What follows belongs to an exercise in optimizing a design on an open flow for small area and a short achievable clock period; a production flow would make more cautious choices.
In this exercise RTL edits were held to simulation tests only and were not proved equivalent to the original.

// HFT_ALPHA_CORE
module HFT_ALPHA_CORE #(
    parameter DATA_W        = 32,
    parameter Q_SCALE       = 16,
    parameter ALPHA_12      = 10181,
    parameter ALPHA_26      = 4854,
    parameter ALPHA_9       = 13107,
    parameter STOP_LOSS_PTS = 50
)(
    input wire clk,
    input wire reset,
    input wire valid_tick,
    input wire [DATA_W-1:0] raw_price,
    input wire [31:0] volume,
    output reg [1:0] order_signal,
    output reg order_valid
);
    function [47:0] add48;
        input [47:0] a;
        input [47:0] b;
        input        cin;
        reg   [47:0] g, p, G, P;
        integer d, i;
        begin
            p = a ^ b;
            g = a & b;
            g[0] = g[0] | (p[0] & cin);
            G = g;
            P = p;
            for (d = 1; d < 48; d = d * 2)
                for (i = 2 * d - 1; i < 48; i = i + 2 * d) begin
                    G[i] = G[i] | (P[i] & G[i - d]);
                    P[i] = P[i] & P[i - d];
                end
            for (d = 16; d >= 1; d = d / 2)
                for (i = 3 * d - 1; i < 48; i = i + 2 * d) begin
                    G[i] = G[i] | (P[i] & G[i - d]);
  ...
Size in the first run: ~8200 cells after synthesis, roughly 49000 µm² of cells after synthesis.
export LEC_CHECK = 0
export CAP_MARGIN = 20
export CORE_MARGIN = 2
export CORE_UTILIZATION = 65
export CTS_BUF_LIST = sky130_fd_sc_hd__clkbuf_4 sky130_fd_sc_hd__clkbuf_8
export CTS_CLUSTER_SIZE = 24
export PLACE_DENSITY = 0.72
export SETUP_SLACK_MARGIN = 2.7
export SLEW_MARGIN = 20
export TNS_END_PERCENT = 100
create_clock -name core_clock -period 6.5 [get_ports {clk}]
standard.sh (not shown) runs the stock make flow with config.mk's settings and CLKGATE_MAP_FILE= SYNTH_SCRIPT=/design/flow/synth_recipe.tcl, a recipe that flattens the netlist after the stock synthesis.
==> flow/flow/run.sh <==
#!/bin/bash
# Standard ORFS flow, except that after the standard synthesis the combinational
# logic is mapped again by ABC without the full-adder extraction (see reopt.ys).
set -euo pipefail
HERE=$(pwd)
FL=$HERE/flow
R=$HERE/orfs/results/$FLOW_PLATFORM/HFT_ALPHA_CORE/base
bash standard.sh synth > 1_synth_standard.log 2>&1
mkdir -p reopt
cp $R/1_2_yosys.v reopt/std.v
cp $FLOW_HOME/platforms/$FLOW_PLATFORM/lib/sky130_fd_sc_hd__tt_025C_1v80.lib reopt/lib.lib
cp $FL/reopt.ys $FL/keep_seq.tcl $FL/abc_run.tcl reopt/
export DONT_USE_LIST="$(grep -oE 'sky130_fd_sc_hd__(probe|lpflow)[a-z0-9_]+' $FLOW_HOME/platforms/$FLOW_PLATFORM/config.mk | sort -u | tr '\n' ' ')"
export ABC_SCRIPT=$FL/map.abc
(cd reopt && yosys -s reopt.ys) > 1_reopt_yosys.log 2>&1
rm -f reopt/lib.lib
cp reopt/reopt.v $R/1_2_yosys.v
bash standard.sh do-1_synth > 1_synth_odb.log 2>&1
bash standard.sh finish > 2_finish.log 2>&1
==> flow/flow/abc_run.tcl <==
yosys -import
set du {}
foreach c $::env(DONT_USE_LIST) { lappend du -dont_use $c }
abc -script $::env(ABC_SCRIPT) -liberty lib.lib {*}$du
==> flow/flow/keep_seq.tcl <==
yosys -import
set f [open std.v r]; set t [read $f]; close $f
foreach c [lsort -unique [regexp -all -inline {sky130_fd_sc_hd__(?:df|edf|sdf|dl)[a-z0-9_]+} $t]] {
  setattr -mod -set keep_hierarchy 1 $c
}
==> flow/flow/map.abc <==
strash
dch
map -B 0.9
strash
dch -f
map -B 0.9
topo
stime -c
buffer -c
upsize -c
dnsize -c
==> flow/flow/reopt.ys <==
# Re-map the combinational logic of the standard synthesis netlist.
# Sequential cells are kept as they are (same instances, names and cell types);
# every combinational cell is dissolved into its logic function and ABC maps it again.
read_liberty -ignore_miss_func lib.lib
read_verilog -sv std.v
hierarchy -top HFT_ALPHA_CORE
tcl keep_seq.tcl
flatten
opt_clean -purge
techmap
opt -fast
tcl abc_run.tcl
hilomap -singleton -hicell sky130_fd_sc_hd__conb_1 HI -locell sky130_fd_sc_hd__conb_1 LO
splitnets
opt_clean -purge
select HFT_ALPHA_CORE
write_verilog -noattr -selected reopt.v
The starting point completed with no timing, DRC or antenna violations.
==> next run, changes <==
==> flow/flow/map.abc (replaced) <==
strash
dch
map -B 0.9
topo
stime -c
buffer -c
upsize -c
dnsize -c
--- a/flow/config.mk
+++ b/flow/config.mk
@@ -10,5 +10,2 @@
-export CORE_UTILIZATION = 65
-export CTS_BUF_LIST = sky130_fd_sc_hd__clkbuf_4 sky130_fd_sc_hd__clkbuf_8
-export CTS_CLUSTER_SIZE = 24
-export PLACE_DENSITY = 0.72
-export SETUP_SLACK_MARGIN = 2.7
+export CORE_UTILIZATION = 55
+export SETUP_SLACK_MARGIN = 2.2
=>
- sequential cell count stays the same
- clock skew is about the same
- sequential share of layout area hardly moves
- worst hold slack gets better by 22 ps
- via count is lower slightly
- final cell count goes up by a few percent
==> next run, changes <==
--- a/flow/config.mk
+++ b/flow/config.mk
@@ -10,2 +10,3 @@
-export CORE_UTILIZATION = 55
-export SETUP_SLACK_MARGIN = 2.2
+export CORE_UTILIZATION = 75
+export PLACE_DENSITY = 0.84
+export SETUP_SLACK_MARGIN = 2.7
The new run passed the timing, DRC and antenna checks.
Count of clock-buffer cells in the layout decreases by 10.
Setup slack improves by 88 ps.
Worst hold slack gets worse by 5.4 ps.
First-iteration DRC count climbs by well over a third.
Design area increases by a few percent.
Utilization rose by 25 points.
Via count increases by roughly a tenth.
Synthesized area does not change.
Fmax is higher by a few percent.
==> next run, changes <==
==> flow/flow/map.abc (replaced) <==
strash
dch
map -B 0.9
strash
dch
map -B 0.9
topo
stime -c
buffer -c
upsize -c
dnsize -c
--- a/flow/config.mk
+++ b/flow/config.mk
@@ -10,2 +10,4 @@
-export CORE_UTILIZATION = 75
-export PLACE_DENSITY = 0.84
+export CORE_UTILIZATION = 65
+export CTS_BUF_LIST = sky130_fd_sc_hd__clkbuf_4 sky130_fd_sc_hd__clkbuf_8
+export CTS_CLUSTER_SIZE = 24
+export PLACE_DENSITY = 0.72
After rerunning: The changed run passed the timing, DRC and antenna checks. Hold slack degrades by 34 ps. Sequential share of layout area increases by 0.32 points. Die area rose by about a fifth. Via count falls by a little under a tenth. Utilization fell by 14 points.
==> next run, changes <==
==> flow/flow/map.abc (replaced) <==
strash
dch
map -B 0.9
topo
stime -c
buffer -c
upsize -c
dnsize -c
--- a/flow/config.mk
+++ b/flow/config.mk
@@ -10,5 +10,2 @@
-export CORE_UTILIZATION = 65
-export CTS_BUF_LIST = sky130_fd_sc_hd__clkbuf_4 sky130_fd_sc_hd__clkbuf_8
-export CTS_CLUSTER_SIZE = 24
-export PLACE_DENSITY = 0.72
-export SETUP_SLACK_MARGIN = 2.7
+export CORE_UTILIZATION = 55
+export SETUP_SLACK_MARGIN = 2.5
Effect: Global-route usage decreases by 4.5 points; routed wire length goes up by 1.5%; cell area hardly moves; sequential cell count stays the same.
==> next run, changes <==
--- a/flow/config.mk
+++ b/flow/config.mk
@@ -11 +11 @@
-export SETUP_SLACK_MARGIN = 2.5
+export SETUP_SLACK_MARGIN = 3.5
Outcome: The new run completed without violations; fmax goes down by 3.7%; critical path depth goes up by 3.

port drivers added, routing unchanged:
No port has a modelled driver above. Below, the same layouts with a new extraction and two added sets of constraints.
Step 1 assumes that a clkbuf_16 drives the clock port and a buf_2 every other input.
Step 2 adds t to the input delays and takes it off the output delays; t is the mean of the earliest and latest rising clock arrival at the registers after step 1. Input paths then give back, and output paths get back, about the clock's delay inside the block.
a / b / c = ideal ports / drivers / drivers and shift; a / b = the first two.
run | t (ns) | slack for setup (ns) | worst register clock-pin slew, ns | pins driven straight from the clock port
the first run | 0.775 | 2.851 / 2.851 / 2.218 | 0.07 / 0.07 | 1
the second run | 0.732 | 2.527 / 2.527 / 1.883 | 0.07 / 0.07 | 1
the third run | 0.724 | 2.616 / 2.616 / 2.123 | 0.07 / 0.07 | 1
the fourth run | 0.764 | 2.858 / 2.858 / 2.204 | 0.08 / 0.08 | 1
the fifth run | 0.734 | 2.754 / 2.754 / 2.083 | 0.07 / 0.07 | 1
the sixth run | 0.727 | 2.609 / 2.609 / 2.609 | 0.07 / 0.07 | 1
After both steps setup and hold are still met in every run listed. For the fifth run, which loses most, drivers alone change the setup slack by 0.000 ns; drivers and shift together by -0.671 ns.
